Source: an optimization exercise on an open RTL-to-GDS flow (aim: small area). Production flows keep margins and buffers that such runs may drop.
Only simulation tests tie the RTL to the original design; equivalence was not proved.

==> job 428 <==
==> flow/design.v (excerpt) <==
module mul_unit (
    input wire clk,
    input wire A_flag,
    input wire U_flag,
    input wire LongMul,
    input wire [31:0] Rm_data,
    input wire [31:0] Rs_data,
    input wire [31:0] Rn_data,
    input wire [31:0] RdHi_data,
    input wire [31:0] RdLo_data,
    input wire [3:0] cpsr_flags,
    output wire [31:0] result_lo,
    output wire [31:0] result_hi,
    output wire [3:0] flags_out
);
wire [63:0] res_w;
wire c_w;
multiplier u_mul (
    .A_flag(A_flag),
    .U_flag(U_flag),
    .LongMul(LongMul),
    .Rm_data(Rm_data),
    .Rs_data(Rs_data),
    .Rn_data(Rn_data),
    .RdHi_data(RdHi_data),
    .RdLo_data(RdLo_data),
    .res(res_w),
    .prod32(c_w)
);
reg [63:0] res_q, res_qq;
reg c_q, c_qq, v_q, v_qq, l_q, l_qq;
always @(posedge clk) begin
    res_q <= res_w;
    c_q <= c_w;
    v_q <= cpsr_flags[0];
    l_q <= LongMul;
    res_qq <= res_q;
    c_qq <= c_q;
    v_qq <= v_q;
    l_qq <= l_q;
end
assign result_lo = res_qq[31:0];
assign result_hi = res_qq[63:32];
assign flags_out = {l_qq ? res_qq[63] : res_qq[31],
  ...
clock: 14.0 ns
lec_check: 0
abc_area: 1
cap_margin: 20
core_margin: 2
core_utilization: 40
slew_margin: 20
synth_hierarchical: 1
synth_minimum_keep_size: 0
run.sh (not shown) runs the stock make flow with config.mk's settings and CLKGATE_MAP_FILE= SYNTH_SCRIPT=/design/flow/synth_recipe.tcl, a recipe that flattens the netlist after the stock synthesis.
==> inputs of job 8248, as changes to job 428 <==
==> flow/flow/run.sh (new file) <==
#!/bin/bash
# Standard layout, except that the port buffers are the smallest buffer cell.
set -euo pipefail
bash standard.sh "BUFFER_PORTS_ARGS=-buffer_cell sky130_fd_sc_hd__buf_1" finish > standard_flow.log 2>&1
==> flow/standard.sh (new file) <==
#!/bin/bash
# synth_recipe.tcl (not shown) runs the flow's synth.tcl, then flattens the netlist and writes it again
# the make line also repeats each setting of config.mk as NAME=value (left out here)
make -C /OpenROAD-flow-scripts/flow DESIGN_CONFIG=/design/flow/config.mk WORK_HOME=/design/flow/orfs CLKGATE_MAP_FILE= SYNTH_SCRIPT=/design/flow/synth_recipe.tcl "${@:-finish}"
removed: flow/run.sh
==> inputs of job 7340, as changes to job 428 <==
==> flow/flow/run.sh (new file) <==
#!/bin/bash
set -euo pipefail
bash standard.sh "BUFFER_PORTS_ARGS=-buffer_cell sky130_fd_sc_hd__buf_1" "CTS_ARGS=-sink_clustering_enable -repair_clock_nets -dont_use_dummy_load -buf_list sky130_fd_sc_hd__clkbuf_8" finish > standard_flow.log 2>&1
==> flow/standard.sh (new file) <==
#!/bin/bash
# synth_recipe.tcl (not shown) runs the flow's synth.tcl, then flattens the netlist and writes it again
# the make line also repeats each setting of config.mk as NAME=value (left out here)
make -C /OpenROAD-flow-scripts/flow DESIGN_CONFIG=/design/flow/config.mk WORK_HOME=/design/flow/orfs CLKGATE_MAP_FILE= SYNTH_SCRIPT=/design/flow/synth_recipe.tcl "${@:-finish}"
CAP_MARGIN = 0   (was 20)
GPL_ROUTABILITY_DRIVEN = 0   (was not set)
GPL_TIMING_DRIVEN = 0   (was not set)
SLEW_MARGIN = 0   (was 20)
removed: flow/run.sh
==> inputs of job 7358, as changes to job 428 <==
==> flow/flow/run.sh (new file) <==
#!/bin/bash
set -euo pipefail
bash standard.sh "BUFFER_PORTS_ARGS=-buffer_cell sky130_fd_sc_hd__buf_1" "CTS_ARGS=-sink_clustering_enable -repair_clock_nets -dont_use_dummy_load -buf_list sky130_fd_sc_hd__clkbuf_8 -sink_clustering_size 30" finish > standard_flow.log 2>&1
==> flow/standard.sh (new file) <==
#!/bin/bash
# synth_recipe.tcl (not shown) runs the flow's synth.tcl, then flattens the netlist and writes it again
# the make line also repeats each setting of config.mk as NAME=value (left out here)
make -C /OpenROAD-flow-scripts/flow DESIGN_CONFIG=/design/flow/config.mk WORK_HOME=/design/flow/orfs CLKGATE_MAP_FILE= SYNTH_SCRIPT=/design/flow/synth_recipe.tcl "${@:-finish}"
CAP_MARGIN = 0   (was 20)
SLEW_MARGIN = 0   (was 20)
removed: flow/run.sh
==> summary.txt <==
GRT Overall Usage between 20% and 30%; clk_skew 0.00543 ns; met1 usage about a third; CP max FO 19; initial drt markers around 2400; WL met3 around 11 mm; dpl cell area slightly below 30000 µm²; outcome timing/DRC/antenna clean; Buffers, non-clock roughly 340; vias in the first global route about 23000
The numbers above come from job 8248.

==> summary.txt <==
CP max FO 19; dpl cell area 29400 µm²; initial drt markers ~2300; GRT Overall Usage 26.2%; outcome timing/DRC/antenna clean; met1 usage about a third; GRT Residual Overflow 0; Hold EP res_qq[36]$_DFF_P_; inverters 158; Buffers, non-clock 336; ys flop type dfxtp_1; vias in the first global route 22696; WL met3 around 11 mm
The numbers above come from job 7358.

==> summary.txt <==
met1 usage a little under two fifths; min setup slack post-route roughly 0.40 ns; dpl cell area roughly 30000 µm²; CP max FO 10; initial drt markers 3492; outcome timing/DRC/antenna clean; vias in the first global route around 24000; WL met3 roughly 14 mm; GRT Overall Usage between 20% and 30%
The numbers above come from job 7340.

==> summary.txt <==
fraction of registers with async set/reset 0%; CP max FO 14; GRT Overall Usage 27.4%; outcome timing/DRC/antenna clean; dpl cell area approximately 30000 µm²; WL met3 approximately 11 mm; clk_skew between 0.007 and 0.008 ns; worst rel slew slack about a quarter; H-Tree Depth 4; global-route wire length before repair around 150 mm; met1 usage 34.3%; Buffers, non-clock around 340
The numbers above come from job 428.


* * *

==> v24: inputs <==
mul_unit, a different RTL version from the one above (not shown whole).
clock: 14.0 ns
lec_check: 0
abc_area: 1
cap_margin: 20
core_margin: 2
core_utilization: 40
slew_margin: 20
synth_hierarchical: 1
synth_minimum_keep_size: 0
standard.sh (not shown) runs the stock make flow with config.mk's settings and CLKGATE_MAP_FILE= SYNTH_SCRIPT=/design/flow/synth_recipe.tcl, a recipe that flattens the netlist after the stock synthesis.
==> flow/flow/run.sh <==
#!/bin/bash
set -euo pipefail
bash standard.sh "BUFFER_PORTS_ARGS=-buffer_cell sky130_fd_sc_hd__buf_1" "CTS_ARGS=-sink_clustering_enable -repair_clock_nets -dont_use_dummy_load -buf_list sky130_fd_sc_hd__clkbuf_8" finish > standard_flow.log 2>&1
==> v10 (differences from v24) <==
--- a/flow/config.mk
+++ b/flow/config.mk
@@ -11,2 +11,3 @@
 export CORE_UTILIZATION = 40
+export PLACE_DENSITY = 0.7
 export SLEW_MARGIN = 20
==> qor summary <==
Outcome: v24 complete, no violations; v10 complete, no violations
Largest incremental delay on the critical path: v24 0.65 ns; v10 0.64 ns
GRT Overall Usage: v24 27.8%; v10 26.8%
Antenna diode count: v24 3; v10 1
Routability-driven placement congestion ratio: v24 0.957; v10 0.977
Number of DRC markers in iteration 0: v24 2516; v10 2934
Post-route clock skew: v24 0.0250 ns; v10 0.0251 ns
Dpl cell area: v24 29000 sq um; v10 29000 sq um
Global-route met1 utilization: v24 34.0%; v10 33.3%
First-pass GRT wire length: v24 148 mm; v10 143 mm
DR WL met3: v24 11.0 mm; v10 11.5 mm
Clock tree cell share of total cell area: v24 0.800%; v10 0.801%
Combined area of the multi-input logic cells: v24 22900 sq um; v10 22900 sq um
Number of standard cells in the final layout excluding fillers: v24 3717; v10 3709
Non-clock buffering overhead: v24 5.84%; v10 5.70%
Fmax achieved: v24 0.0796 GHz; v10 0.0794 GHz
Share of cell area taken by multi-input logic gates: v24 78.2%; v10 78.4%
Clk pin slew, worst setup/hold paths: v24 0.09 ns; v10 0.08 ns
Via density: v24 6.09; v10 6.14
Worst-case hold path end point: v24 res_qq[11]$_DFF_P_; v10 res_qq[31]$_DFF_P_
Layout overhead on the synthesized area: v24 5.92%; v10 5.74%

-- separate check: timing with driven ports --
In the flow no input, the clock included, has a driving cell. The finished layouts below were timed again as built, in two steps. Step 1 (the two cells are an assumption about what drives the block):
set clk [get_ports {clk}]
set_driving_cell -lib_cell sky130_fd_sc_hd__clkbuf_16 $clk
set_driving_cell -lib_cell sky130_fd_sc_hd__buf_2 [delete_from_list [all_inputs] $clk]
Step 2 moves the port delays by t, midway between the first and last clock arrival at a register: inputs arrive t later, outputs are due t later. That takes back most of the time a late clock gives input paths. Three values: ideal ports, drivers, drivers and shift; two values: the first two.
run	shift t [ns]	setup WS [ns]	hold WS [ns]	worst setup path after step 2	slew at the worst register clock pin (ns)
job 428	0.550	1.251 / 1.242 / 0.691	0.322 / 0.322 / 0.322	input to register	0.07 / 0.07
job 8248	0.551	1.438 / 1.446 / 0.895	0.324 / 0.324 / 0.324	input to register	0.07 / 0.07
job 7340	0.613	0.398 / 0.425 / -0.189	0.310 / 0.310 / 0.310	input to register	0.09 / 0.09
job 7358	0.599	1.414 / 1.421 / 0.822	0.304 / 0.304 / 0.304	input to register	0.09 / 0.09
v24	0.589	1.445 / 1.449 / 0.860	0.300 / 0.300 / 0.300	input to register	0.10 / 0.10
v10	0.581	1.406 / 1.415 / 0.834	0.307 / 0.307 / 0.307	input to register	0.10 / 0.10
Met with ideal ports but missed after step 2: setup timing in job 7340. For job 7358, which loses most, drivers alone change the setup slack by +0.007 ns; drivers and shift together by -0.592 ns.
